Source: an optimization exercise on an open RTL-to-GDS flow (aim: small area and a short achievable clock period). Production flows keep margins and buffers that such runs may drop. Function was checked by simulation only, so behaviour that the tests miss may differ from the original.

## flow/design.v (module list and top-level ports; edited modules follow where they fit)
// module iir: 1542 lines
// module iir_fa: 4 lines
// module iir_ha: 4 lines
// module iir_aoi21: 3 lines
// module iir_oai21: 3 lines
// module iir_nand2: 3 lines
// module iir_nor2: 3 lines
// module iir_inv: 3 lines
// module iir_xnor2: 3 lines
module iir(
    input signed [31:0] x,
    input clk,
    input reset,
    output signed [31:0] y
    );
  // ...
==> flow/flow/run.sh <==
#!/bin/bash
# The standard ORFS layout with extra make settings:
#   BUFFER_PORTS_ARGS="-buffer_cell sky130_fd_sc_hd__buf_2" ABC_LOAD_IN_FF=1 CTS_ARGS="-sink_clustering_enable -repair_clock_nets -dont_use_dummy_load -buf_list sky130_fd_sc_hd__clkbuf_4"
# Each ORFS step keeps its full log under orfs/logs; make's own output goes to flow.log.
set -o pipefail
bash standard.sh BUFFER_PORTS_ARGS="-buffer_cell sky130_fd_sc_hd__buf_2" ABC_LOAD_IN_FF=1 CTS_ARGS="-sink_clustering_enable -repair_clock_nets -dont_use_dummy_load -buf_list sky130_fd_sc_hd__clkbuf_4" finish > flow.log 2>&1
==> flow/standard.sh <==
#!/bin/bash
# synth_recipe.tcl (not shown) runs the flow's synth.tcl, then flattens the netlist and writes it again
# the make line also repeats each setting of config.mk as NAME=value (left out here)
make -C /OpenROAD-flow-scripts/flow DESIGN_CONFIG=/design/flow/config.mk WORK_HOME=/design/flow/orfs CLKGATE_MAP_FILE= SYNTH_SCRIPT=/design/flow/synth_recipe.tcl "${@:-finish}"
==> flow/config.mk <==
export PLATFORM = sky130hd
export DESIGN_NAME = iir
export DESIGN_NICKNAME = iir
export VERILOG_FILES = /design/flow/design.v
export SDC_FILE = /design/flow/constraint.sdc
export NUM_CORES = 4
export LEC_CHECK = 0
export CAP_MARGIN = 20
export CORE_MARGIN = 2
export CORE_UTILIZATION = 70
export SETUP_SLACK_MARGIN = 4
export SLEW_MARGIN = 20
export SYNTH_HIERARCHICAL = 1
==> flow/constraint.sdc <==
create_clock -name core_clock -period 11.0 [get_ports {clk}]
set_input_delay 2.2000 -clock core_clock [delete_from_list [all_inputs] [get_ports {clk}]]
set_output_delay 2.2000 -clock core_clock [all_outputs]
set_load 0.01 [all_outputs]
==> results by group, run 1 <==
Placed design
  • HPWL Detailed: 13.3 mm
  • IO Port Bufs: 65

Final layout
  • Top flop regs: r2: 32 flops, s1: 32 flops
  • Multi-input gate area: 0.00499 sq mm
  • Final cell count without fillers: 919
  • Seq cells: 64
  • Register area: 0.00160 sq mm

Critical path
  • R2r worst-path depth: 20
  • Worst R2R Start: s1[4]
  • Slowest CP cell: fa_1
  • CP bufs+invs: 2
  • Worst Path Arrival: 4650 ps

Floorplan
  • Initial core utilization: 71.1%
  • Tap Cells: 133

Logic synthesis
  • Ys flop type: dfrtp_1
  • Post-synthesis sequential area ratio: 23.5%
  • Mapped Nets: 894
  • Largest family of logic cells by synthesized area: adder cells
  • Commonest cells in the netlist: 103 x a21oi_1, 88 x fa_1, 84 x inv_1, 84 x nand2_1, 75 x xnor2_1
  • Syn Area/Cell: 9.59 sq um
  • Top post-synthesis cells by area: fa_1 26%, dfrtp_1 23%, ha_1 11%
  • Post-synthesis simple-gate area fraction: 6.66%

Global route
  • Met1 Use GR: 39.7%
  • First-pass GRT wire length: 26.2 mm
  • Initial antenna violation count: 0
  • GR peak layer: met2

Timing
  • Final Hold Fails: 0
  • Setup TNS: 0 ps
  • Slew headroom: 42.2%

CTS
  • Clock Sinks: 64
  • H-Tree Depth: 3
  • TritonCTS buffer count: 9

Route
  • Wire length on met3: 768 um
  • Remaining DRCs: 0
  • Total vias in the final route: 5231
  • Initial DRC count: 267

Status
  • Status: finished clean
==> run 2, diff against run 1 <==
--- a/flow/config.mk
+++ b/flow/config.mk
@@ -9,5 +9,5 @@
 export CORE_MARGIN = 2
 export CORE_UTILIZATION = 70
-export SETUP_SLACK_MARGIN = 4
+export SETUP_SLACK_MARGIN = 4.2
 export SLEW_MARGIN = 20
 export SYNTH_HIERARCHICAL = 1
==> run 2 against run 1 <==
  * Area after synthesis unchanged
  * Non-clock buffer count rose by 15
  * Synthesized cell count stayed put
  * Global-route usage up 0.25 points
  * Sequential cell count did not move
  * Count of clock-buffer cells in the layout unchanged
  * Register-to-register slack improved by 100 ps
  * Worst hold slack lost 5.4 ps
  * Maximum frequency up 0.92%
==> results by group, run 2 <==
Final layout
  • Antenna Cells: 0 (unchanged)
  • Layout cells sized above 1: 18.0% (was 11.8%)
  • Final cell count without fillers: 934 (was 919)
  • Commonest non-fill, non-tap cell in the layout: a21oi_1 (unchanged)
  • Area Growth Syn to Fin: 14.1% (was 9.74%)
  • Top flop regs: r2: 32 flops, s1: 32 flops (unchanged)
  • # nets final: 986 (was 971)
  • Commonest cells after routing, fill and taps aside: 92 x a21oi_1, 86 x fa_1, 84 x nand2_1 (was 100 x a21oi_1, 88 x fa_1, 84 x nand2_1)

CTS
  • Skew-Pair Late Insertion Delay: 460 ps (about the same)
  • CTS Root Buffer Type: clkbuf_4 (unchanged)
  • TritonCTS buffer count: 9 (unchanged)
  • Clock Sinks: 64 (unchanged)
  • Reg clk slew, reported paths: 110 ps (about the same)
  • Clock Tree Buf Depth: 2 (unchanged)
  • CTS tree: built (unchanged)
  • H-Tree Depth: 3 (unchanged)

Timing
  • # setup viols final: 0 (unchanged)
  • Slew headroom: 42.8% (was 42.2%)
  • Peak Freq: 147 MHz (was 146 MHz)
  • Fin crit period: 6790 ps (was 6850 ps)
  • RSZ-0062 raised after global routing: yes (was no)
  • Worst-Margin Slew: 859 ps (was 868 ps)
  • Setup TNS: 0 ps (unchanged)
  • Max Slew Vio Count: 0 (unchanged)
  • Final Hold Fails: 0 (unchanged)
  • Worst Skew: 17.1 ps (was 20.1 ps)
  • Final worst-path cycle share: 61.7% (was 62.3%)

Logic synthesis
  • Cell with the most instances after synthesis: a21oi_1 (unchanged)
  • Cell area after synthesis: 0.00682 sq mm (unchanged)
  • Ys flop type: dfrtp_1 (unchanged)
  • Synth Area in Adders: 37.0% (unchanged)
  • Post-synthesis simple-gate area fraction: 6.66% (unchanged)
  • Synth Area in Compound Gates: 12.6% (unchanged)
  • Syn Area/Cell: 9.59 sq um (unchanged)
  • Post-synthesis sequential area ratio: 23.5% (unchanged)
  • Asr flop ratio synth: 100% (unchanged)
  • Cells after synthesis: 711 (unchanged)
  • Mux contribution to synthesized area: 0% (unchanged)
  • Largest family of logic cells by synthesized area: adder cells (unchanged)
  • Yosys cell types: 11 (unchanged)
  • Mapped Nets: 894 (unchanged)
  • Post-synth EDFFs: 0 (unchanged)
  • Area leader, netlist: fa_1 (unchanged)
  • Synth warnings: 7 (unchanged)
  • Post-synth top area share: 25.8% (unchanged)
  • Top post-synthesis cells by area: fa_1 26%, dfrtp_1 23%, ha_1 11% (unchanged)
  • Xor/xnor share of the synthesized area: 15.5% (unchanged)
  • Commonest cells in the netlist: 103 x a21oi_1, 88 x fa_1, 84 x inv_1, 84 x nand2_1, 75 x xnor2_1 (unchanged)
  • #FFs+latches synth: 64 (unchanged)

Global route
  • Vias in the first global route: 5608 (was 5565)
  • Initial antenna violation count: 0 (unchanged)
  • Total GRT Usage: 33.3% (was 33.1%)
  • First-pass GRT wire length: 26.3 mm (was 26.2 mm)
  • Largest net degree at the start of global routing: 65 (unchanged)
  • Gr ovfl total: 0 (unchanged)

Route
  • Initial DRT Pass Iterations: 6 (was 5)
  • Final wirelength: 16.4 mm (was 15.8 mm)
  • ANT nets after route: 0 (unchanged)
  • Wire length per cell: 17.6 um (was 17.2 um)
  • Remaining DRCs: 0 (unchanged)
  • Initial DRC count: 289 (was 267)
  • Number of vias per cell: 5.75 (was 5.69)
  • Total vias in the final route: 5371 (was 5231)

Floorplan
  • Initial core utilization: 71.1% (unchanged)
  • # rows: 36 (unchanged)
  • Die Footprint: 0.0105 sq mm (unchanged)
  • Die span in y: 103 um (unchanged)
  • Core area: 0.00959 sq mm (unchanged)
  • Die width: 103 um (unchanged)
  • Top Ports: 66 (unchanged)

Critical path
  • Crit-path cells: buf_2, fa_1, xnor2_2, o21ai_1, a21oi_1, o21ai_1, a21oi_1, o21ai_2, a21oi_1, xor2_1, buf_2 (was buf_2, fa_1, xnor2_1, nor2_1, a21oi_1, o21ai_1, a21oi_1, o21ai_1, a21oi_1, xor2_1, buf_2)
  • Worst Path Arrival: 4590 ps (was 4650 ps)
  • Crit path from: x[14] (was x[15])
  • Worst-path maximum fanout: 4 (unchanged)
  • Worst Path Required: 8800 ps (about the same)
  • Worst R2R Start: s1[4] (unchanged)
  • Slowest CP cell: fa_1 (unchanged)
  • Slowest stage delay, CP: 540 ps (was 510 ps)
  • Critical Path End Type: primary output (unchanged)
  • Most used cell, CP: a21oi_1 (unchanged)
  • CP Launch Type: primary input (unchanged)
  • WS Path Type: in -> out (unchanged)

Status
  • Status: finished clean (unchanged)

Hold path
  • HP Class: reg -> reg (unchanged)
  • Hold Path Origin: s1[0] (unchanged)

Placed design
  • IO Port Bufs: 65 (unchanged)
  • HPWL Detailed: 13.3 mm (unchanged)
  • Routability congestion estimate: 0.972 (unchanged)
  • Placed cells: 909 (unchanged)

Job
  • Max-Cap Viols: 0 (unchanged)
run 2: cell types whose count changed in the layout (fill, tap and decap cells not counted), sizes merged:
cell	previous run	this run
buf	67	82
run 2: per-module statistics from Yosys (local to each module, per instance):
| module | area [sq um] | copies in the design |
|---|---|---|
| iir_aoi21 | 5.00 | 103 |
| iir_nor2 | 3.75 | 37 |
| iir | 2560 | 1 |
| iir_ha | 12.5 | 59 |
| iir_inv | 3.75 | 49 |
| iir_oai21 | 5.00 | 68 |
| iir_xnor2 | 8.76 | 30 |
| iir_fa | 20.0 | 88 |
| iir_nand2 | 3.75 | 84 |
run 2: cells by family (layout without fill, tap and decap cells):
logic type                 Yosys count  count (layout)
AOI/OAI and AO/OA                  171             171
xor gates and xnor gates           121             121
adders and majority gates          149             149
buffers and inverters               85             175
DFF                                 64              64
and+or+nand+nor                    121             121
run 2: worst paths after layout:
path	slack [ps]	cells after the start	endpoint
min	500	0	r2[0]
min reg2reg	500	0	r2[0]
max	4210	11	y[19]
max in group asynchronous	8440	3	s1[13]
max reg2reg	5980	20	s1[31]
min in group asynchronous	1970	3	r2[17]
run 2: final cells by class:
type | count | area, sq um
inverter | 84 | 315
tap | 133 | 166
fill | 630 | 1820
clock buffer | 9 | 67.6
sequential | 64 | 1600
timing repair buffer | 82 | 453
multi-input combinational | 562 | 5170
run 2: metrics by stage:
step	hold slack (ps)	utilization, %	cell area [sq um]	worst slack (ps)
2_1_floorplan	418	-	6820	4660
3_3_place_gp	462	76.2	7310	3830
3_5_place_dp	470	76.2	7310	3830
4_1_cts	498	77.9	7470	4160
5_1_grt	516	81.1	7780	4140
6_report	501	81.1	7780	4210
run 2: routing by layer:
layer | GRT usage (%) | vias up | wire length [um]
li1 | - | 2490 | -
met1 | 40.1 | 2662 | 6370
met2 | 58.5 | 174 | 8670
met3 | 8.07 | 45 | 910
met4 | 11.7 | 0 | 479
met5 | 0 | - | 0
run 2: repair_timing:
item / CTS / global route
gates resized for setup: 12 / 42
endpoints found under the setup margin: 13 / 21
hold buffers: 0 / 0
pin swaps: 0 / 17
setup buffers: 3 / 13
run 2: critical path: cells and delay by family:
family / cells / cell delay (ps)
compound gates: 6 / 930
xor+xnor: 2 / 550
fa+ha+maj: 1 / 540
buf+inv: 2 / 350
==> run 3, diff against run 2 <==
--- a/flow/config.mk
+++ b/flow/config.mk
@@ -8,6 +8,6 @@
 export CAP_MARGIN = 20
 export CORE_MARGIN = 2
-export CORE_UTILIZATION = 70
-export SETUP_SLACK_MARGIN = 4.2
+export CORE_UTILIZATION = 60
+export SETUP_SLACK_MARGIN = 4
 export SLEW_MARGIN = 20
 export SYNTH_HIERARCHICAL = 1
==> run 3 against run 2 <==
  * Global-route usage decreased by 5.9 points
  * Largest cell class unchanged
  * Maximum frequency decreased by 1.7%
  * Non-clock buffer count decreased by 13
  * Register-to-register slack got worse by 150 ps
  * Sequential cell count unchanged
  * Area after synthesis unchanged
  * Highest routed layer unchanged
==> results by group, run 3 <==
Final layout
  • # nets final: 973 (was 986)
  • Antenna Cells: 0 (unchanged)
  • Final cell count without fillers: 928 (was 934)
  • Fin util: 68.5% (was 81.1%)
  • Top flop regs: r2: 32 flops, s1: 32 flops (unchanged)
  • Area Growth Syn to Fin: 10.3% (was 14.1%)
  • Commonest cells after routing, fill and taps aside: 99 x a21oi_1, 88 x fa_1, 84 x nand2_1 (was 92 x a21oi_1, 86 x fa_1, 84 x nand2_1)
  • Commonest non-fill, non-tap cell in the layout: a21oi_1 (unchanged)
  • Layout cells sized above 1: 12.4% (was 18.0%)

Logic synthesis
  • Post-synth EDFFs: 0 (unchanged)
  • Ys flop type: dfrtp_1 (unchanged)
  • Area leader, netlist: fa_1 (unchanged)
  • Post-synthesis sequential area ratio: 23.5% (unchanged)
  • Mapped Nets: 894 (unchanged)
  • Yosys cell types: 11 (unchanged)
  • Asr flop ratio synth: 100% (unchanged)
  • Cell with the most instances after synthesis: a21oi_1 (unchanged)
  • Syn Area/Cell: 9.59 sq um (unchanged)
  • Post-synth top area share: 25.8% (unchanged)
  • Synth warnings: 7 (unchanged)
  • Cells after synthesis: 711 (unchanged)
  • Top post-synthesis cells by area: fa_1 26%, dfrtp_1 23%, ha_1 11% (unchanged)
  • #FFs+latches synth: 64 (unchanged)
  • Commonest cells in the netlist: 103 x a21oi_1, 88 x fa_1, 84 x inv_1, 84 x nand2_1, 75 x xnor2_1 (unchanged)
  • Cell area after synthesis: 0.00682 sq mm (unchanged)

CTS
  • Clock Tree Buf Depth: 2 (unchanged)
  • CTS Hold Bufs: 0 (unchanged)
  • TritonCTS buffer count: 9 (unchanged)
  • Reg clk slew, reported paths: 120 ps (was 110 ps)
  • Skew-Pair Late Insertion Delay: 440 ps (was 460 ps)
  • H-Tree Depth: 3 (unchanged)
  • Clock Sinks: 64 (unchanged)
  • CTS Root Buffer Type: clkbuf_4 (unchanged)
  • CTS tree: built (unchanged)

Timing
  • Max Slew Vio Count: 0 (unchanged)
  • # setup viols final: 0 (unchanged)
  • Worst-Margin Slew: 883 ps (was 859 ps)
  • Fin crit period: 6910 ps (was 6790 ps)
  • Worst Skew: 31.6 ps (was 17.1 ps)
  • Slew headroom: 41.1% (was 42.8%)
  • RSZ-0062 raised after global routing: yes (unchanged)
  • Final Hold Fails: 0 (unchanged)
  • Setup TNS: 0 ps (unchanged)
  • Final worst-path cycle share: 62.8% (was 61.7%)
  • WHS: 491 ps (was 501 ps)
  • Peak Freq: 145 MHz (was 147 MHz)

Placed design
  • Routability congestion estimate: 0.972 (unchanged)
  • Placed cells: 916 (was 909)
  • HPWL Detailed: 13.2 mm (was 13.3 mm)
  • IO Port Bufs: 65 (unchanged)

Critical path
  • Worst-path maximum fanout: 4 (unchanged)
  • Worst R2R Start: s1[4] (unchanged)
  • Reg2reg end: s1[31] (unchanged)
  • CP Depth: 11 (unchanged)
  • Critical Path End Type: primary output (unchanged)
  • Slowest stage delay, CP: 550 ps (was 540 ps)
  • Crit-path cells: buf_2, fa_1, xnor2_2, nor2_1, a21oi_1, o21ai_1, a21oi_2, o21ai_1, a21oi_1, xor2_1, buf_2 (was buf_2, fa_1, xnor2_2, o21ai_1, a21oi_1, o21ai_1, a21oi_1, o21ai_2, a21oi_1, xor2_1, buf_2)
  • Worst Path Required: 8800 ps (about the same)
  • CP Launch Type: primary input (unchanged)
  • Slowest CP cell: fa_1 (unchanged)
  • WS Path Type: in -> out (unchanged)
  • R2R setup slack: 5830 ps (was 5980 ps)
  • CP delay by family, top: compound AO/OA/AOI/OAI gates (unchanged)
  • Worst Path Arrival: 4710 ps (was 4590 ps)
  • CP bufs+invs: 2 (unchanged)
  • R2r worst-path depth: 20 (unchanged)

Hold path
  • HP Class: reg -> reg (unchanged)
  • Hold Path Origin: s1[0] (unchanged)
  • Min-Delay Path Depth: 0 (unchanged)
  • Hold endpoint: r2[0] (unchanged)

Status
  • Status: finished clean (unchanged)

Global route
  • Total GRT Usage: 27.4% (was 33.3%)
  • Gr ovfl total: 0 (unchanged)
  • Vias in the first global route: 5503 (was 5608)
  • Initial antenna violation count: 0 (unchanged)
  • Largest net degree at the start of global routing: 65 (unchanged)
  • First-pass GRT wire length: 26.6 mm (was 26.3 mm)

Route
  • Final wirelength: 15.7 mm (was 16.4 mm)
  • Initial DRT Pass Iterations: 4 (was 6)
  • Wire length per cell: 17.0 um (was 17.6 um)
  • ANT nets after route: 0 (unchanged)
  • Initial DRC count: 240 (was 289)
  • Number of vias per cell: 5.53 (was 5.75)
  • Total vias in the final route: 5134 (was 5371)
  • Remaining DRCs: 0 (unchanged)

Floorplan
  • Die span in y: 111 um (was 103 um)
  • # rows: 38 (was 36)
  • Die width: 111 um (was 103 um)
  • Initial core utilization: 62.1% (was 71.1%)
  • Top Ports: 66 (unchanged)
  • Die Footprint: 0.0122 sq mm (was 0.0105 sq mm)
  • Core area: 0.0110 sq mm (was 0.00959 sq mm)

Job
  • Max-Cap Viols: 0 (unchanged)
[run 3: layout make-up]
class                           instances  area (sq um)
Clock buffer                            9          67.6
Multi-Input combinational cell        562          5010
Inverter                               84           315
Timing Repair Buffer                   69           355
Fill cell                             879          3460
Sequential cell                        64          1600
Tap cell                              140           175
[run 3: worst register-to-register path, stage by stage, from the launching register on]
cell and delay, ps:
dfrtp_1 470, fa_1 580, xnor2_2 250, nor2_1 110
a21oi_1 260, o21ai_1 150, a21oi_2 220, o21ai_1 120
xnor2_1 310, fa_1 490, ha_1 340, nand2_1 80
nor2_1 150, nand2_1 80, o21ai_2 310, inv_1 130
o21ai_2 300, a21oi_1 170, o21ai_1 240, a21oi_1 110
xor2_1 160
[run 3: metrics by stage]
step,setup slack (ps),instance area (sq um)
2_1_floorplan,4660,6820
3_3_place_gp,3710,7320
3_5_place_dp,3630,7320
4_1_cts,4000,7390
5_1_grt,3940,7520
6_report,4090,7520
[run 3: cells by family (layout without fill, tap and decap cells)]
group                    Yosys count  after routing  synth area share (%)
AND/OR/NAND/NOR                  121            121                  6.66
XOR/XNOR                         121            121                  15.5
buffers and inverters             85            162                  4.73
AO/OA/AOI/OAI                    171            171                  12.6
adder cells (fa/ha/maj)          149            149                  37.0
flip-flops                        64             64                  23.5
[run 3: repair_timing]
| item | 4_1_cts | 5_1_grt |
|---|---|---|
| gates resized for setup | 1 | 18 |
| endpoints found under the setup margin | 1 | 18 |
| setup buffers | 0 | 3 |
[run 3: per-layer routing]
metal | track usage (%) | wire, um | vias up
met5 | 0 | 0 | -
met4 | 10.3 | 335 | 0
li1 | - | - | 2462
met3 | 3.90 | 556 | 26
met2 | 47.0 | 8050 | 132
met1 | 35.4 | 6790 | 2514
[run 3: modules after synthesis (local to each module, per instance)]
module     times used  area, sq um  cells  flip-flops and latches
iir_xnor2          30         8.76      1                       0
iir                 1         2560    193                      64
iir_ha             59         12.5      1                       0
iir_aoi21         103         5.00      1                       0
iir_fa             88         20.0      1                       0
iir_inv            49         3.75      1                       0
iir_nand2          84         3.75      1                       0
iir_oai21          68         5.00      1                       0
iir_nor2           37         3.75      1                       0
[run 3: worst max path at each step]
stage / endpoint / from
6_report: y[27] / x[3]
5_1_grt: y[27] / x[3]
4_1_cts: y[17] / x[6]
3_3_place_gp: s1[31] / x[9]
2_1_floorplan: y[29] / x[5]
3_5_place_dp: s1[31] / x[6]
==> run 4, diff against run 3 <==
--- a/flow/config.mk
+++ b/flow/config.mk
@@ -8,5 +8,6 @@
 export CAP_MARGIN = 20
 export CORE_MARGIN = 2
-export CORE_UTILIZATION = 60
+export CORE_UTILIZATION = 70
+export GPL_ROUTABILITY_DRIVEN = 0
 export SETUP_SLACK_MARGIN = 4
 export SLEW_MARGIN = 20
==> run 4 against run 3 <==
  * Synthesized cell count is the same
  * Die area shrank 14%
  * Count of clock-buffer cells in the layout is the same
  * Register-to-register slack lost 180 ps
  * Via count grew 0.18%
  * Sequential share of layout area grew 0.078 points
  * Maximum frequency grew 0.25%
  * Clock skew shrank 9.3 ps
  * Global-route usage grew 4.0 points
  * First-iteration DRC count shrank 7.1%
  * Critical endpoint is now y[29]
  * Highest routed layer unchanged
==> results by group, run 4 <==
CTS
  • TritonCTS buffer count: 9 (unchanged)
  • Clock Tree Buf Depth: 2 (unchanged)
  • H-Tree Depth: 3 (unchanged)
  • Reg clk slew, reported paths: 110 ps (was 120 ps)
  • Skew-Pair Late Insertion Delay: 440 ps (about the same)
  • CTS Root Buffer Type: clkbuf_4 (unchanged)
  • Clock Sinks: 64 (unchanged)
  • CTS tree: built (unchanged)

Timing
  • Setup TNS: 0 ps (unchanged)
  • Final worst-path cycle share: 62.6% (was 62.8%)
  • RSZ-0062 raised after global routing: no (was yes)
  • # setup viols final: 0 (unchanged)
  • Fin crit period: 6890 ps (was 6910 ps)
  • Final Hold Fails: 0 (unchanged)
  • Max Slew Vio Count: 0 (unchanged)
  • WHS: 479 ps (was 491 ps)
  • Slew headroom: 44.0% (was 41.1%)
  • Peak Freq: 145 MHz (about the same)
  • Worst Skew: 22.3 ps (was 31.6 ps)
  • Worst-Margin Slew: 840 ps (was 883 ps)

Final layout
  • Commonest cells after routing, fill and taps aside: 100 x a21oi_1, 88 x fa_1, 84 x nand2_1 (was 99 x a21oi_1, 88 x fa_1, 84 x nand2_1)
  • # nets final: 972 (was 973)
  • Top flop regs: r2: 32 flops, s1: 32 flops (unchanged)
  • Antenna Cells: 0 (unchanged)
  • Area Growth Syn to Fin: 9.91% (was 10.3%)
  • Layout cells sized above 1: 11.9% (was 12.4%)
  • Commonest non-fill, non-tap cell in the layout: a21oi_1 (unchanged)

Floorplan
  • Initial core utilization: 71.1% (was 62.1%)
  • Top Ports: 66 (unchanged)
  • Die Footprint: 0.0105 sq mm (was 0.0122 sq mm)
  • Die width: 103 um (was 111 um)
  • # rows: 36 (was 38)
  • Core area: 0.00959 sq mm (was 0.0110 sq mm)
  • Die span in y: 103 um (was 111 um)

Hold path
  • Hold endpoint: r2[0] (unchanged)
  • Min-Delay Path Depth: 0 (unchanged)
  • Hold Path Origin: s1[0] (unchanged)
  • HP Class: reg -> reg (unchanged)

Job
  • Max-Cap Viols: 0 (unchanged)

Critical path
  • Worst Path Required: 8800 ps (about the same)
  • Worst R2R Start: s1[5] (was s1[4])
  • R2r worst-path depth: 20 (unchanged)
  • Reg2reg end: s1[31] (unchanged)
  • R2R setup slack: 5650 ps (was 5830 ps)
  • Crit path from: x[9] (was x[3])
  • Critical Path End Type: primary output (unchanged)
  • Worst Path Arrival: 4690 ps (was 4710 ps)
  • WS Path Type: in -> out (unchanged)
  • Worst-path maximum fanout: 4 (unchanged)
  • CP Launch Type: primary input (unchanged)

Route
  • Final wirelength: 15.2 mm (was 15.7 mm)
  • Initial DRT Pass Iterations: 4 (unchanged)
  • Total vias in the final route: 5143 (was 5134)
  • Initial DRC count: 223 (was 240)
  • Wire length per cell: 16.6 um (was 17.0 um)
  • Remaining DRCs: 0 (unchanged)
  • Number of vias per cell: 5.59 (was 5.53)
  • ANT nets after route: 0 (unchanged)

Logic synthesis
  • Area leader, netlist: fa_1 (unchanged)
  • Cell area after synthesis: 0.00682 sq mm (unchanged)
  • Mapped Nets: 894 (unchanged)
  • Post-synth top area share: 25.8% (unchanged)
  • #FFs+latches synth: 64 (unchanged)
  • Ys flop type: dfrtp_1 (unchanged)
  • Cells after synthesis: 711 (unchanged)
  • Post-synth EDFFs: 0 (unchanged)
  • Cell with the most instances after synthesis: a21oi_1 (unchanged)
  • Syn Area/Cell: 9.59 sq um (unchanged)
  • Commonest cells in the netlist: 103 x a21oi_1, 88 x fa_1, 84 x inv_1, 84 x nand2_1, 75 x xnor2_1 (unchanged)
  • Top post-synthesis cells by area: fa_1 26%, dfrtp_1 23%, ha_1 11% (unchanged)
  • Post-synthesis sequential area ratio: 23.5% (unchanged)
  • Synth warnings: 7 (unchanged)
  • Yosys cell types: 11 (unchanged)
  • Asr flop ratio synth: 100% (unchanged)

Placed design
  • HPWL Detailed: 12.7 mm (was 13.2 mm)
  • IO Port Bufs: 65 (unchanged)

Global route
  • Gr ovfl total: 0 (unchanged)
  • First-pass GRT wire length: 24.7 mm (was 26.6 mm)
  • Largest net degree at the start of global routing: 65 (unchanged)
  • Initial antenna violation count: 0 (unchanged)
  • Vias in the first global route: 5347 (was 5503)
  • Total GRT Usage: 31.4% (was 27.4%)

Status
  • Status: finished clean (unchanged)
-- run 4: cell counts after synthesis --
No cell type changed its count.
-- run 4: critical path, cell delays in order --
cell and delay [ps]:
buf_2 140, fa_1 530, xnor2_2 260, nor2_1 120, a21oi_1 250, o21ai_1 140, a21oi_2 240, o21ai_1 180
a21oi_1 180, xor2_1 260, buf_2 180
-- run 4: how the worst max path moves through the flow --
stage          endpoint  slack [ps]
2_1_floorplan     y[29]        4660
3_5_place_dp     s1[31]        3840
6_report          y[29]        4110
3_3_place_gp     s1[31]        3880
4_1_cts           y[27]        4040
5_1_grt           y[27]        3930
-- run 4: cell families (layout without fill, tap and decap cells) --
| group | Yosys count | count (layout) | share of synthesized area, % |
|---|---|---|---|
| buffers and inverters | 85 | 161 | 4.73 |
| AO/OA/AOI/OAI | 171 | 171 | 12.6 |
| AND/OR/NAND/NOR | 121 | 121 | 6.66 |
| flip-flops | 64 | 64 | 23.5 |
| XOR/XNOR | 121 | 121 | 15.5 |
| adder cells (fa/ha/maj) | 149 | 149 | 37.0 |
-- run 4: final cells by class --
cell class / count / area [sq um]
clock buffer: 9 / 67.6
fill: 688 / 2100
inverter: 84 / 315
multi-input combinational: 562 / 5000
sequential: 64 / 1600
tap: 133 / 166
timing repair buffer: 68 / 348
-- run 4: Yosys stat by module, one instance, submodules excluded, excerpt --
module     cells  flops+latches  area (sq um)
iir          193             64          2560
iir_aoi21      1              0          5.00
iir_fa         1              0          20.0
iir_ha         1              0          12.5
iir_inv        1              0          3.75
iir_nand2      1              0          3.75
iir_nor2       1              0          3.75
iir_oai21      1              0          5.00
-- run 4: per-stage QoR --
stage | area [sq um] | cells | util (%) | setup slack [ps]
2_1_floorplan | 6820 | 711 | - | 4660
5_1_grt | 7490 | 920 | 78.1 | 3930
4_1_cts | 7390 | 918 | 77.0 | 4040
3_5_place_dp | 7310 | 909 | 76.2 | 3840
6_report | 7490 | 920 | 78.1 | 4110
3_3_place_gp | 7310 | 909 | 76.2 | 3880
-- run 4: what timing repair did --
action	in CTS	in global routing
buffers inserted	0	2
hold endpoints to repair	0	0
hold buffers	0	0
setup endpoints to repair	2	10
resized for setup	2	14
-- run 4: per-layer routing --
| layer | global-route usage (%) | part of all wire [%] |
|---|---|---|
| met1 | 38.3 | 41 |
| met2 | 52.9 | 50 |
| met3 | 8.00 | 4.6 |
| met4 | 13.9 | 4.0 |
| met5 | 0 | 0 |
==> run 5, diff against run 4 <==
--- a/flow/config.mk
+++ b/flow/config.mk
@@ -9,6 +9,6 @@
 export CORE_MARGIN = 2
 export CORE_UTILIZATION = 70
-export GPL_ROUTABILITY_DRIVEN = 0
-export SETUP_SLACK_MARGIN = 4
+export SETUP_SLACK_MARGIN = 4.3
 export SLEW_MARGIN = 20
 export SYNTH_HIERARCHICAL = 1
+export TNS_END_PERCENT = 0
==> run 5 against run 4 <==
  * Still clean on timing, DRC and antenna
  * Worst hold slack improved by 24 ps
  * Maximum frequency rose by 2.8%
  * Die area did not move
  * Register-to-register slack improved by 220 ps
  * First-iteration DRC count rose by 46%
  * Area after synthesis did not move
  * Critical path type unchanged
  * Largest cell class unchanged
==> results by group, run 5 <==
Placed design
  • HPWL Detailed: 13.3 mm (was 12.7 mm)
  • Routability congestion estimate: 0.972
  • Setup WS pre-CTS: 3830 ps (was 3840 ps)
  • Placed cells: 909 (unchanged)
  • IO Port Bufs: 65 (unchanged)

Final layout
  • Top flop regs: r2: 32 flops, s1: 32 flops (unchanged)
  • Register area: 0.00160 sq mm (unchanged)
  • Layout cells sized above 1: 22.5% (was 11.9%)
  • Final cell count without fillers: 941 (was 920)
  • Commonest cells after routing, fill and taps aside: 83 x inv_1, 83 x a21oi_1, 83 x nand2_1 (was 100 x a21oi_1, 88 x fa_1, 84 x nand2_1)
  • Multi-input gate area: 0.00533 sq mm (was 0.00500 sq mm)
  • Antenna Cells: 0 (unchanged)
  • Fin util: 83.3% (was 78.1%)
  • # nets final: 993 (was 972)
  • Area Growth Syn to Fin: 17.1% (was 9.91%)
  • Number of fill cells in the layout: 592 (was 688)

Timing
  • # setup viols final: 0 (unchanged)
  • Max Slew Vio Count: 0 (unchanged)
  • RSZ-0062 raised after global routing: yes (was no)
  • Final Hold Fails: 0 (unchanged)
  • Peak Freq: 149 MHz (was 145 MHz)
  • Setup TNS: 0 ps (unchanged)
  • Final worst-path cycle share: 60.9% (was 62.6%)
  • Slew headroom: 43.1% (was 44.0%)
  • Fin crit period: 6700 ps (was 6890 ps)
  • Setup ws final: 4300 ps (was 4110 ps)
  • Worst-Margin Slew: 854 ps (was 840 ps)
  • Worst Skew: 14.9 ps (was 22.3 ps)

Critical path
  • Worst Path Arrival: 4500 ps (was 4690 ps)
  • Worst Path Required: 8800 ps (about the same)
  • Critical Path End Type: primary output (unchanged)
  • R2r worst-path depth: 20 (unchanged)
  • WS Path Type: in -> out (unchanged)
  • CP Launch Type: primary input (unchanged)
  • Worst-path maximum fanout: 4 (unchanged)

Logic synthesis
  • Yosys cell types: 11 (unchanged)
  • Post-synthesis sequential area ratio: 23.5% (unchanged)
  • Mapped Nets: 894 (unchanged)
  • Post-synth EDFFs: 0 (unchanged)
  • #FFs+latches synth: 64 (unchanged)
  • Cells after synthesis: 711 (unchanged)
  • Cell with the most instances after synthesis: a21oi_1 (unchanged)
  • Area leader, netlist: fa_1 (unchanged)
  • Cell area after synthesis: 0.00682 sq mm (unchanged)
  • Synth warnings: 7 (unchanged)
  • Asr flop ratio synth: 100% (unchanged)
  • Ys flop type: dfrtp_1 (unchanged)
  • Commonest cells in the netlist: 103 x a21oi_1, 88 x fa_1, 84 x inv_1, 84 x nand2_1, 75 x xnor2_1 (unchanged)
  • Post-synth top area share: 25.8% (unchanged)
  • Syn Area/Cell: 9.59 sq um (unchanged)
  • Top post-synthesis cells by area: fa_1 26%, dfrtp_1 23%, ha_1 11% (unchanged)

Floorplan
  • Initial core utilization: 71.1% (unchanged)
  • Die Footprint: 0.0105 sq mm (unchanged)
  • Die width: 103 um (unchanged)
  • # rows: 36 (unchanged)
  • Die span in y: 103 um (unchanged)
  • Core area: 0.00959 sq mm (unchanged)
  • Top Ports: 66 (unchanged)

Hold path
  • HP Class: reg -> reg (unchanged)
  • Min-Delay Path Depth: 0 (unchanged)

Global route
  • Initial antenna violation count: 0 (unchanged)
  • Largest net degree at the start of global routing: 65 (unchanged)
  • First-pass GRT wire length: 26.8 mm (was 24.7 mm)
  • Vias in the first global route: 5693 (was 5347)
  • Total GRT Usage: 33.9% (was 31.4%)
  • Gr ovfl total: 0 (unchanged)

Route
  • Remaining DRCs: 0 (unchanged)
  • Initial DRT Pass Iterations: 5 (was 4)
  • Wire length per cell: 18.3 um (was 16.6 um)
  • ANT nets after route: 0 (unchanged)
  • Initial DRC count: 325 (was 223)
  • Total vias in the final route: 5502 (was 5143)
  • Final wirelength: 17.2 mm (was 15.2 mm)
  • Number of vias per cell: 5.85 (was 5.59)

CTS
  • TritonCTS buffer count: 9 (unchanged)
  • H-Tree Depth: 3 (unchanged)
  • Skew-Pair Late Insertion Delay: 450 ps (was 440 ps)
  • Reg clk slew, reported paths: 100 ps (was 110 ps)
  • Clock Sinks: 64 (unchanged)
  • CTS tree: built (unchanged)
  • CTS Root Buffer Type: clkbuf_4 (unchanged)
  • Clock Tree Buf Depth: 2 (unchanged)
  • CTS Hold Bufs: 0 (unchanged)

Job
  • Max-Cap Viols: 0 (unchanged)

Status
  • Status: finished clean (unchanged)
==> run 5: final cells by class <==
cell class	count	share of cell area [%]
clock buffer	9	0.846
timing repair buffer	89	6.33
inverter	84	3.95
multi-input combinational	562	66.7
tap	133	2.08
sequential	64	20.1
==> run 5: logic make-up (layout without fill, tap and decap cells) <==
family                     count (synthesis)  after routing  synth area share [%]
AOI/OAI and AO/OA                        171            171                  12.6
adders and majority gates                149            149                  37.0
and+or+nand+nor                          121            121                  6.66
buffers and inverters                     85            182                  4.73
xor gates and xnor gates                 121            121                  15.5
DFF                                       64             64                  23.5
==> run 5: what timing repair did <==
action / in CTS / in global routing
gates resized for setup: 29 / 62
buffers inserted: 9 / 14
pin swaps: 6 / 27
endpoints found under the setup margin: 19 / 21
==> run 5: worst paths after layout <==
| path | start | slack, ps | end |
|---|---|---|---|
| setup / recovery | x[14] | 4300 | y[21] |
| hold / removal | s1[0] | 500 | r2[0] |
| setup reg to reg | s1[4] | 5870 | s1[31] |
| hold reg to reg | s1[0] | 500 | r2[0] |
| max in group asynchronous | reset | 8440 | s1[30] |
| min in group asynchronous | reset | 1980 | r2[16] |
==> run 5: metal layers <==
| metal | track usage [%] | routed length (um) | vias to the layer above |
|---|---|---|---|
| li1 | - | - | 2495 |
| met1 | 41.3 | 6570 | 2707 |
| met2 | 58.9 | 8880 | 229 |
| met3 | 6.58 | 959 | 71 |
| met4 | 15.0 | 803 | 0 |
| met5 | 0 | 0 | - |
==> run 5: per-stage QoR <==
step | hold WS, ps | instance area, sq um
2_1_floorplan | 418 | 6820
3_3_place_gp | 462 | 7310
3_5_place_dp | 470 | 7310
4_1_cts | 498 | 7630
5_1_grt | 515 | 7990
6_report | 503 | 7990
==> run 5: modules after synthesis (local to each module, per instance), excerpt <==
module     cell area [sq um]  times used  flip-flops and latches
iir_fa                  20.0          88                       0
iir_ha                  12.5          59                       0
iir_oai21               5.00          68                       0
iir_aoi21               5.00         103                       0
iir_nand2               3.75          84                       0
iir_inv                 3.75          49                       0
iir_nor2                3.75          37                       0
==> run 5: worst max-delay path, stage by stage <==
cell     delay, ps
buf_2          160
fa_1           520
xnor2_2        220
buf_4          160
nor2_4          40
a21oi_2        190
o21ai_1        140
a21oi_2        160
o21ai_2        110
a21oi_1        170
xor2_1         240
buf_2          180
==> run 6, diff against run 5 <==
==> flow/flow/run.sh (replaced) <==
#!/bin/bash
# The standard ORFS layout with extra make settings:
#   BUFFER_PORTS_ARGS="-buffer_cell sky130_fd_sc_hd__buf_2" ABC_LOAD_IN_FF=1 RECOVER_POWER=100 CTS_ARGS="-sink_clustering_enable -repair_clock_nets -dont_use_dummy_load -buf_list sky130_fd_sc_hd__clkbuf_4"
# Each ORFS step keeps its full log under orfs/logs; make's own output goes to flow.log.
set -o pipefail
bash standard.sh BUFFER_PORTS_ARGS="-buffer_cell sky130_fd_sc_hd__buf_2" ABC_LOAD_IN_FF=1 RECOVER_POWER=100 CTS_ARGS="-sink_clustering_enable -repair_clock_nets -dont_use_dummy_load -buf_list sky130_fd_sc_hd__clkbuf_4" finish > flow.log 2>&1
--- a/flow/config.mk
+++ b/flow/config.mk
@@ -9,6 +9,5 @@
 export CORE_MARGIN = 2
 export CORE_UTILIZATION = 70
-export SETUP_SLACK_MARGIN = 4.3
+export SETUP_SLACK_MARGIN = 4
 export SLEW_MARGIN = 20
 export SYNTH_HIERARCHICAL = 1
-export TNS_END_PERCENT = 0
==> run 6 against run 5 <==
  * The layout now fails its checks (max-capacitance violations, max-slew violations)
  * Highest routed layer unchanged
  * Synthesized cell count did not move
  * Maximum frequency fell by 10%
  * Final cell count fell by 2.3%
==> results by group, run 6 <==
Logic synthesis
  • Post-synth EDFFs: 0 (unchanged)
  • Mapped Nets: 894 (unchanged)
  • Cell with the most instances after synthesis: a21oi_1 (unchanged)
  • Top post-synthesis cells by area: fa_1 26%, dfrtp_1 23%, ha_1 11% (unchanged)
  • Yosys cell types: 11 (unchanged)
  • Synth warnings: 7 (unchanged)
  • Cell area after synthesis: 0.00682 sq mm (unchanged)
  • #FFs+latches synth: 64 (unchanged)
  • Syn Area/Cell: 9.59 sq um (unchanged)
  • Post-synth top area share: 25.8% (unchanged)
  • Commonest cells in the netlist: 103 x a21oi_1, 88 x fa_1, 84 x inv_1, 84 x nand2_1, 75 x xnor2_1 (unchanged)
  • Area leader, netlist: fa_1 (unchanged)
  • Cells after synthesis: 711 (unchanged)
  • Asr flop ratio synth: 100% (unchanged)
  • Post-synthesis sequential area ratio: 23.5% (unchanged)
  • Ys flop type: dfrtp_1 (unchanged)

Global route
  • Gr ovfl total: 0 (unchanged)
  • Vias in the first global route: 5565 (was 5693)
  • Initial antenna violation count: 0 (unchanged)
  • First-pass GRT wire length: 26.2 mm (was 26.8 mm)
  • Total GRT Usage: 33.1% (was 33.9%)
  • Largest net degree at the start of global routing: 65 (unchanged)

Timing
  • Setup TNS: 0 ps (unchanged)
  • Final worst-path cycle share: 67.8% (was 60.9%)
  • Peak Freq: 134 MHz (was 149 MHz)
  • Slew headroom: -139% (was 43.1%)
  • Worst Skew: 18.1 ps (was 14.9 ps)
  • RSZ-0062 raised after global routing: no (was yes)
  • # setup viols final: 0 (unchanged)
  • Final Hold Fails: 0 (unchanged)
  • Setup ws final: 3540 ps (was 4300 ps)
  • Fin crit period: 7460 ps (was 6700 ps)
  • Max Slew Vio Count: 65 (was 0)
  • Worst-Margin Slew: 3590 ps (was 854 ps)

CTS
  • CTS Hold Bufs: 0 (unchanged)
  • CTS Root Buffer Type: clkbuf_4 (unchanged)
  • Skew-Pair Late Insertion Delay: 460 ps (was 450 ps)
  • TritonCTS buffer count: 9 (unchanged)
  • CTS tree: built (unchanged)
  • Clock Tree Buf Depth: 2 (unchanged)
  • H-Tree Depth: 3 (unchanged)
  • Reg clk slew, reported paths: 100 ps (about the same)
  • Clock Sinks: 64 (unchanged)

Floorplan
  • Initial core utilization: 71.1% (unchanged)
  • Core area: 0.00959 sq mm (unchanged)
  • # rows: 36 (unchanged)
  • Die span in y: 103 um (unchanged)
  • Die width: 103 um (unchanged)
  • Top Ports: 66 (unchanged)
  • Die Footprint: 0.0105 sq mm (unchanged)

Critical path
  • Slowest stage delay, CP: 550 ps (was 520 ps)
  • CP delay by family, top: compound AO/OA/AOI/OAI gates (unchanged)
  • CP bufs+invs: 3 (unchanged)
  • CP Launch Type: primary input (unchanged)
  • Slowest CP cell: o21ai_0 (was fa_1)
  • Critical Path End Type: flop (was primary output)
  • Worst-path maximum fanout: 5 (was 4)
  • WS Path Type: in -> reg (was in -> out)
  • Worst Path Required: 11340 ps (was 8800 ps)
  • Most used cell, CP: o21ai_0
  • Worst Path Arrival: 7800 ps (was 4500 ps)
  • Crit-path cells: clkbuf_1, fa_1, xnor2_1, nor2_1, inv_1, o21ai_0, a21oi_1, o21ai_0, xnor2_1, fa_1, ha_1, nand2_1, nor2_1, nand2_1, o21ai_0, inv_1, o21ai_0, a21oi_1, o21ai_0, a21oi_1, xor2_1 (was buf_2, fa_1, xnor2_2, buf_4, nor2_4, a21oi_2, o21ai_1, a21oi_2, o21ai_2, a21oi_1, xor2_1, buf_2)

Route
  • Number of vias per cell: 5.67 (was 5.85)
  • Final wirelength: 15.9 mm (was 17.2 mm)
  • Initial DRC count: 267 (was 325)
  • Remaining DRCs: 0 (unchanged)
  • ANT nets after route: 0 (unchanged)
  • Wire length on met1: 6.24 mm (was 6.57 mm)
  • Top sig layer: met4 (unchanged)
  • Wire length per cell: 17.3 um (was 18.3 um)
  • Initial DRT Pass Iterations: 6 (was 5)
  • Wire length on met3: 838 um (was 959 um)
  • Met2 WL: 8.31 mm (was 8.88 mm)
  • Total vias in the final route: 5211 (was 5502)

Hold path
  • HP Class: reg -> reg (unchanged)

Placed design
  • Setup WS pre-CTS: 3830 ps (unchanged)
  • Routability congestion estimate: 0.972 (unchanged)
  • IO Port Bufs: 65 (unchanged)
  • HPWL Detailed: 13.3 mm (unchanged)
  • Placed cells: 909 (unchanged)

Status
  • Violated checks: max-capacitance violations, max-slew violations
  • Status: failed layout checks (was finished clean)

Final layout
  • Final cell count without fillers: 919 (was 941)
  • # nets final: 971 (was 993)
  • Number of fill cells in the layout: 717 (was 592)
  • Area Growth Syn to Fin: 8.83% (was 17.1%)
  • Layout cells sized above 1: 7.76% (was 22.5%)
  • Top flop regs: r2: 32 flops, s1: 32 flops (unchanged)
  • Antenna Cells: 0 (unchanged)
  • Commonest non-fill, non-tap cell in the layout: a21oi_1
  • Commonest cells after routing, fill and taps aside: 103 x a21oi_1, 88 x fa_1, 84 x inv_1, 84 x nand2_1, 66 x xnor2_1 (was 83 x inv_1, 83 x a21oi_1, 83 x nand2_1)
  • Fin util: 77.3% (was 83.3%)

Job
  • Max-Cap Viols: 1 (was 0)
==> run 6: cells by family after synthesis <==
| kind of cell | after synthesis | share of synthesized area (%) |
|---|---|---|
| compound gates | 171 | 12.6 |
| xor+xnor | 121 | 15.5 |
| fa+ha+maj | 149 | 37.0 |
| buf+inv | 85 | 4.73 |
| flops | 64 | 23.5 |
| simple gates | 121 | 6.66 |
==> run 6: path summary, 6_finish.rpt <==
check / from / end / cells after the start / slack, ps
max in group asynchronous: reset / s1[12] / 3 / 5850
min in group asynchronous: reset / r2[16] / 3 / 3130
hold / removal: s1[0] / r2[0] / 0 / 500
setup reg to reg: s1[3] / s1[31] / 20 / 5030
setup / recovery: x[2] / s1[31] / 21 / 3540
hold reg to reg: s1[0] / r2[0] / 0 / 500
==> run 6: area by class of cell <==
| class | count | area [sq um] | area share [%] |
|---|---|---|---|
| clock buffers | 9 | 67.6 | 0.910 |
| multi-input cells | 562 | 4960 | 66.9 |
| flip-flops and latches | 64 | 1600 | 21.6 |
| inverters | 84 | 315 | 4.25 |
| well taps | 133 | 166 | 2.24 |
| repair buffers | 67 | 308 | 4.15 |
==> run 6: metal layers <==
| metal | GRT usage [%] | up-vias |
|---|---|---|
| met4 | 11.7 | 0 |
| met3 | 8.07 | 41 |
| met5 | 0 | - |
| met1 | 39.7 | 2560 |
| li1 | - | 2447 |
| met2 | 58.1 | 163 |
==> run 6: per-module statistics from Yosys (local to each module, per instance), excerpt <==
module | copies in the design | cells | cell area [sq um]
iir_xnor2 | 30 | 1 | 8.76
iir_nor2 | 37 | 1 | 3.75
iir_ha | 59 | 1 | 12.5
iir_fa | 88 | 1 | 20.0
iir_nand2 | 84 | 1 | 3.75
iir_oai21 | 68 | 1 | 5.00
iir | 1 | 193 | 2560
iir_inv | 49 | 1 | 3.75
==> run 6: per-stage QoR <==
step	hold WS [ps]	area [sq um]
after floorplan	418	6820
after global placement	462	7310
after detailed placement	470	7310
after CTS	498	7390
after global routing	520	7420
final	498	7420
==> run 6: what timing repair did <==
action,CTS,global route
resized for setup,3,13
buffers inserted,0,1
endpoints found under the hold margin,0,0
pin swaps,0,1
setup endpoints to repair,4,10
==> run 7, diff against run 6 <==
==> flow/flow/run.sh (replaced) <==
#!/bin/bash
# The standard ORFS layout with three extra make settings:
#  - the port buffers are buf_2 cells instead of the delay cells that
#    buffer_ports picks by default;
#  - ABC maps the small leaf modules for a 1 fF load, so they start at the
#    smallest drive strength and the resizer upsizes only what timing needs;
#  - clock tree synthesis uses clkbuf_4 buffers and adds no dummy loads
#    (its default arguments otherwise).
# Each ORFS step keeps its full log under orfs/logs; make's own output goes
# to flow.log.
set -o pipefail
bash standard.sh BUFFER_PORTS_ARGS="-buffer_cell sky130_fd_sc_hd__buf_2" ABC_LOAD_IN_FF=1 \
  CTS_ARGS="-sink_clustering_enable -repair_clock_nets -dont_use_dummy_load -buf_list sky130_fd_sc_hd__clkbuf_4" \
  finish > flow.log 2>&1
==> run 7 against run 6 <==
  * Now clean on timing, DRC and antenna
  * Via count increased by 0.38%
  * Worst hold slack improved by 8.6 ps
  * Final area increased by 0.84%
  * First-iteration DRC count unchanged
  * Maximum frequency increased by 8.8%
  * Sequential cell count unchanged
  * Critical endpoint is now y[23]
==> results by group, run 7 <==
Final layout
  • Commonest cells after routing, fill and taps aside: 100 x a21oi_1, 88 x fa_1, 84 x nand2_1 (was 103 x a21oi_1, 88 x fa_1, 84 x inv_1, 84 x nand2_1, 66 x xnor2_1)
  • Layout cells sized above 1: 11.8% (was 7.76%)
  • Antenna Cells: 0 (unchanged)
  • Top flop regs: r2: 32 flops, s1: 32 flops (unchanged)
  • Fin util: 78.0% (was 77.3%)
  • Commonest non-fill, non-tap cell in the layout: a21oi_1 (unchanged)
  • Area Growth Syn to Fin: 9.74% (was 8.83%)
  • # nets final: 971 (unchanged)

Critical path
  • Worst R2R Start: s1[4] (was s1[3])
  • Critical Path End Type: primary output (was flop)
  • Slowest stage delay, CP: 510 ps (was 550 ps)
  • CP bufs+invs: 2 (was 3)
  • Reg2reg end: s1[31] (unchanged)
  • Crit-path cells: buf_2, fa_1, xnor2_1, nor2_1, a21oi_1, o21ai_1, a21oi_1, o21ai_1, a21oi_1, xor2_1, buf_2 (was clkbuf_1, fa_1, xnor2_1, nor2_1, inv_1, o21ai_0, a21oi_1, o21ai_0, xnor2_1, fa_1, ha_1, nand2_1, nor2_1, nand2_1, o21ai_0, inv_1, o21ai_0, a21oi_1, o21ai_0, a21oi_1, xor2_1)
  • WS Path Type: in -> out (was in -> reg)
  • R2r worst-path depth: 20 (unchanged)
  • CP delay by family, top: compound AO/OA/AOI/OAI gates (unchanged)
  • R2R setup slack: 5880 ps (was 5030 ps)
  • CP Depth: 11 (was 21)
  • Slowest CP cell: fa_1 (was o21ai_0)
  • Worst-path maximum fanout: 4 (was 5)
  • Most used cell, CP: a21oi_1 (was o21ai_0)
  • Worst Path Required: 8800 ps (was 11340 ps)
  • Worst Path Arrival: 4650 ps (was 7800 ps)
  • CP Launch Type: primary input (unchanged)

Logic synthesis
  • Synth warnings: 7 (unchanged)
  • Cell area after synthesis: 0.00682 sq mm (unchanged)
  • Syn Area/Cell: 9.59 sq um (unchanged)
  • #FFs+latches synth: 64 (unchanged)
  • Commonest cells in the netlist: 103 x a21oi_1, 88 x fa_1, 84 x inv_1, 84 x nand2_1, 75 x xnor2_1 (unchanged)
  • Asr flop ratio synth: 100% (unchanged)
  • Top post-synthesis cells by area: fa_1 26%, dfrtp_1 23%, ha_1 11% (unchanged)
  • Yosys cell types: 11 (unchanged)
  • Cells after synthesis: 711 (unchanged)
  • Post-synth EDFFs: 0 (unchanged)
  • Mapped Nets: 894 (unchanged)
  • Area leader, netlist: fa_1 (unchanged)
  • Cell with the most instances after synthesis: a21oi_1 (unchanged)
  • Post-synthesis sequential area ratio: 23.5% (unchanged)
  • Ys flop type: dfrtp_1 (unchanged)
  • Post-synth top area share: 25.8% (unchanged)

Timing
  • Max Slew Vio Count: 0 (was 65)
  • # setup viols final: 0 (unchanged)
  • Final Hold Fails: 0 (unchanged)
  • Worst Skew: 20.1 ps (was 18.1 ps)
  • Final worst-path cycle share: 62.3% (was 67.8%)
  • RSZ-0062 raised after global routing: no (unchanged)
  • Setup TNS: 0 ps (unchanged)
  • Fin crit period: 6850 ps (was 7460 ps)
  • Worst-Margin Slew: 868 ps (was 3590 ps)
  • Slew headroom: 42.2% (was -139%)
  • Peak Freq: 146 MHz (was 134 MHz)

Floorplan
  • Die span in y: 103 um (unchanged)
  • Die width: 103 um (unchanged)
  • Initial core utilization: 71.1% (unchanged)
  • # rows: 36 (unchanged)
  • Core area: 0.00959 sq mm (unchanged)
  • Die Footprint: 0.0105 sq mm (unchanged)
  • Top Ports: 66 (unchanged)

Route
  • Total vias in the final route: 5231 (was 5211)
  • Remaining DRCs: 0 (unchanged)
  • ANT nets after route: 0 (unchanged)
  • Final wirelength: 15.8 mm (was 15.9 mm)
  • Initial DRT Pass Iterations: 5 (was 6)
  • Number of vias per cell: 5.69 (was 5.67)
  • Initial DRC count: 267 (unchanged)
  • Wire length per cell: 17.2 um (was 17.3 um)

Global route
  • First-pass GRT wire length: 26.2 mm (unchanged)
  • Initial antenna violation count: 0 (unchanged)
  • Largest net degree at the start of global routing: 65 (unchanged)
  • Total GRT Usage: 33.1% (unchanged)
  • Gr ovfl total: 0 (unchanged)
  • Vias in the first global route: 5565 (unchanged)

CTS
  • CTS tree: built (unchanged)
  • H-Tree Depth: 3 (unchanged)
  • CTS Hold Bufs: 0 (unchanged)
  • Clock Sinks: 64 (unchanged)
  • CTS Root Buffer Type: clkbuf_4 (unchanged)
  • Clock Tree Buf Depth: 2 (unchanged)
  • Reg clk slew, reported paths: 110 ps (was 100 ps)
  • TritonCTS buffer count: 9 (unchanged)
  • Skew-Pair Late Insertion Delay: 460 ps (about the same)

Job
  • Max-Cap Viols: 0 (was 1)

Status
  • Status: finished clean (was failed layout checks)

Placed design
  • Routability congestion estimate: 0.972 (unchanged)
  • IO Port Bufs: 65 (unchanged)
  • HPWL Detailed: 13.3 mm (unchanged)

Hold path
  • Hold endpoint: r2[0] (unchanged)
  • HP Class: reg -> reg (unchanged)
  • Hold Path Origin: s1[0] (unchanged)
  • Min-Delay Path Depth: 0 (unchanged)
## run 7: per-layer routing
layer	up-vias	share of wire, %	global-route usage, %
met5	-	0	0
met4	0	3.3	11.7
met3	50	4.9	8.07
li1	2454	-	-
met2	152	52	58.1
met1	2575	40	39.7
## run 7: per-module statistics from Yosys, one instance, submodules excluded, excerpt
module	copies in the design	cell area, sq um	cells inside	flops+latches
iir	1	2560	193	64
iir_inv	49	3.75	1	0
iir_ha	59	12.5	1	0
iir_nor2	37	3.75	1	0
iir_fa	88	20.0	1	0
iir_aoi21	103	5.00	1	0
iir_xnor2	30	8.76	1	0
iir_oai21	68	5.00	1	0
## run 7: worst reg2reg max path: stages (launching register included)
cell	delay, ps
dfrtp_1	490
fa_1	600
xnor2_2	250
nor2_1	110
a21oi_1	220
o21ai_1	130
a21oi_2	200
o21ai_1	120
xnor2_1	310
fa_1	480
ha_1	340
nand2_1	80
nor2_1	170
nand2_1	90
o21ai_2	260
inv_1	100
o21ai_1	330
a21oi_1	200
o21ai_1	240
a21oi_1	110
xor2_1	170
## run 7: cell type report
cell class              count  area [sq um]
well taps                 133           166
inverters                  84           315
fillers                   693          2110
clock buffers               9          67.6
repair buffers             67           340
flip-flops and latches     64          1600
multi-input cells         562          4990
## run 7: metrics by stage
| stage | hold slack (ps) | cell area, sq um | std cells | worst slack, ps |
|---|---|---|---|---|
| after floorplan | 418 | 6820 | 711 | 4660 |
| after global placement | 462 | 7310 | 909 | 3830 |
| after detailed placement | 470 | 7310 | 909 | 3830 |
| after CTS | 498 | 7390 | 918 | 4010 |
| after global routing | 516 | 7480 | 919 | 3990 |
| final | 507 | 7480 | 919 | 4150 |
## run 7: kinds of logic after synthesis
group	Yosys count	synth area share [%]
AOI/OAI and AO/OA	171	12.6
xor gates and xnor gates	121	15.5
adders and majority gates	149	37.0
buffers and inverters	85	4.73
DFF	64	23.5
and+or+nand+nor	121	6.66
## run 7: worst max-delay path by stage
stage                     start     end  slack [ps]
final                     x[15]   y[23]        4150
after global routing       x[3]   y[27]        3990
after CTS                  x[8]   y[27]        4010
after detailed placement   x[5]  s1[31]        3830
after global placement    x[10]  s1[31]        3830
after floorplan            x[5]   y[29]        4660
## run 7: repair_timing
action | in CTS | in global routing
setup endpoints to repair | 4 | 10
cloned | 0 | 0
gates resized for setup | 3 | 13
pin swaps | 0 | 1
buffers inserted | 0 | 1

afterwards: timing with drivers on the ports:
How much do the figures lean on ideal ports? The routed layouts below were timed once more, with nothing changed but the port constraints.
Step 1, drivers: a clkbuf_16 drives clk and a buf_2 each remaining input, both assumed.
Step 2 times the ports against the registers' clock, not the clock port: input delays grow and output delays shrink by t, the midpoint of the rising clock arrivals with the driver on.
Slacks: ideal ports / drivers / drivers and shift; pairs: ideal ports / drivers.
| run | shift t [ns] | slack for setup (ns) | worst setup path after step 2 | worst register clock-pin slew, ns |
|---|---|---|---|---|
| run 1 | 0.483 | 4.148 / 4.126 / 4.060 | input to register | 0.11 / 0.11 |
| run 2 | 0.482 | 4.210 / 4.189 / 4.149 | input to register | 0.11 / 0.11 |
| run 3 | 0.460 | 4.094 / 4.075 / 3.977 | input to register | 0.12 / 0.12 |
| run 4 | 0.469 | 4.112 / 4.094 / 3.829 | input to register | 0.11 / 0.11 |
| run 5 | 0.481 | 4.297 / 4.276 / 4.049 | input to register | 0.10 / 0.10 |
| run 6 | 0.487 | 3.544 / 3.553 / 3.066 | input to register | 0.11 / 0.11 |
| run 7 | 0.483 | 4.148 / 4.126 / 4.060 | input to register | 0.11 / 0.11 |
The setup slack of run 6, which loses most, moves by +0.009 ns with the drivers and by -0.478 ns with both steps.
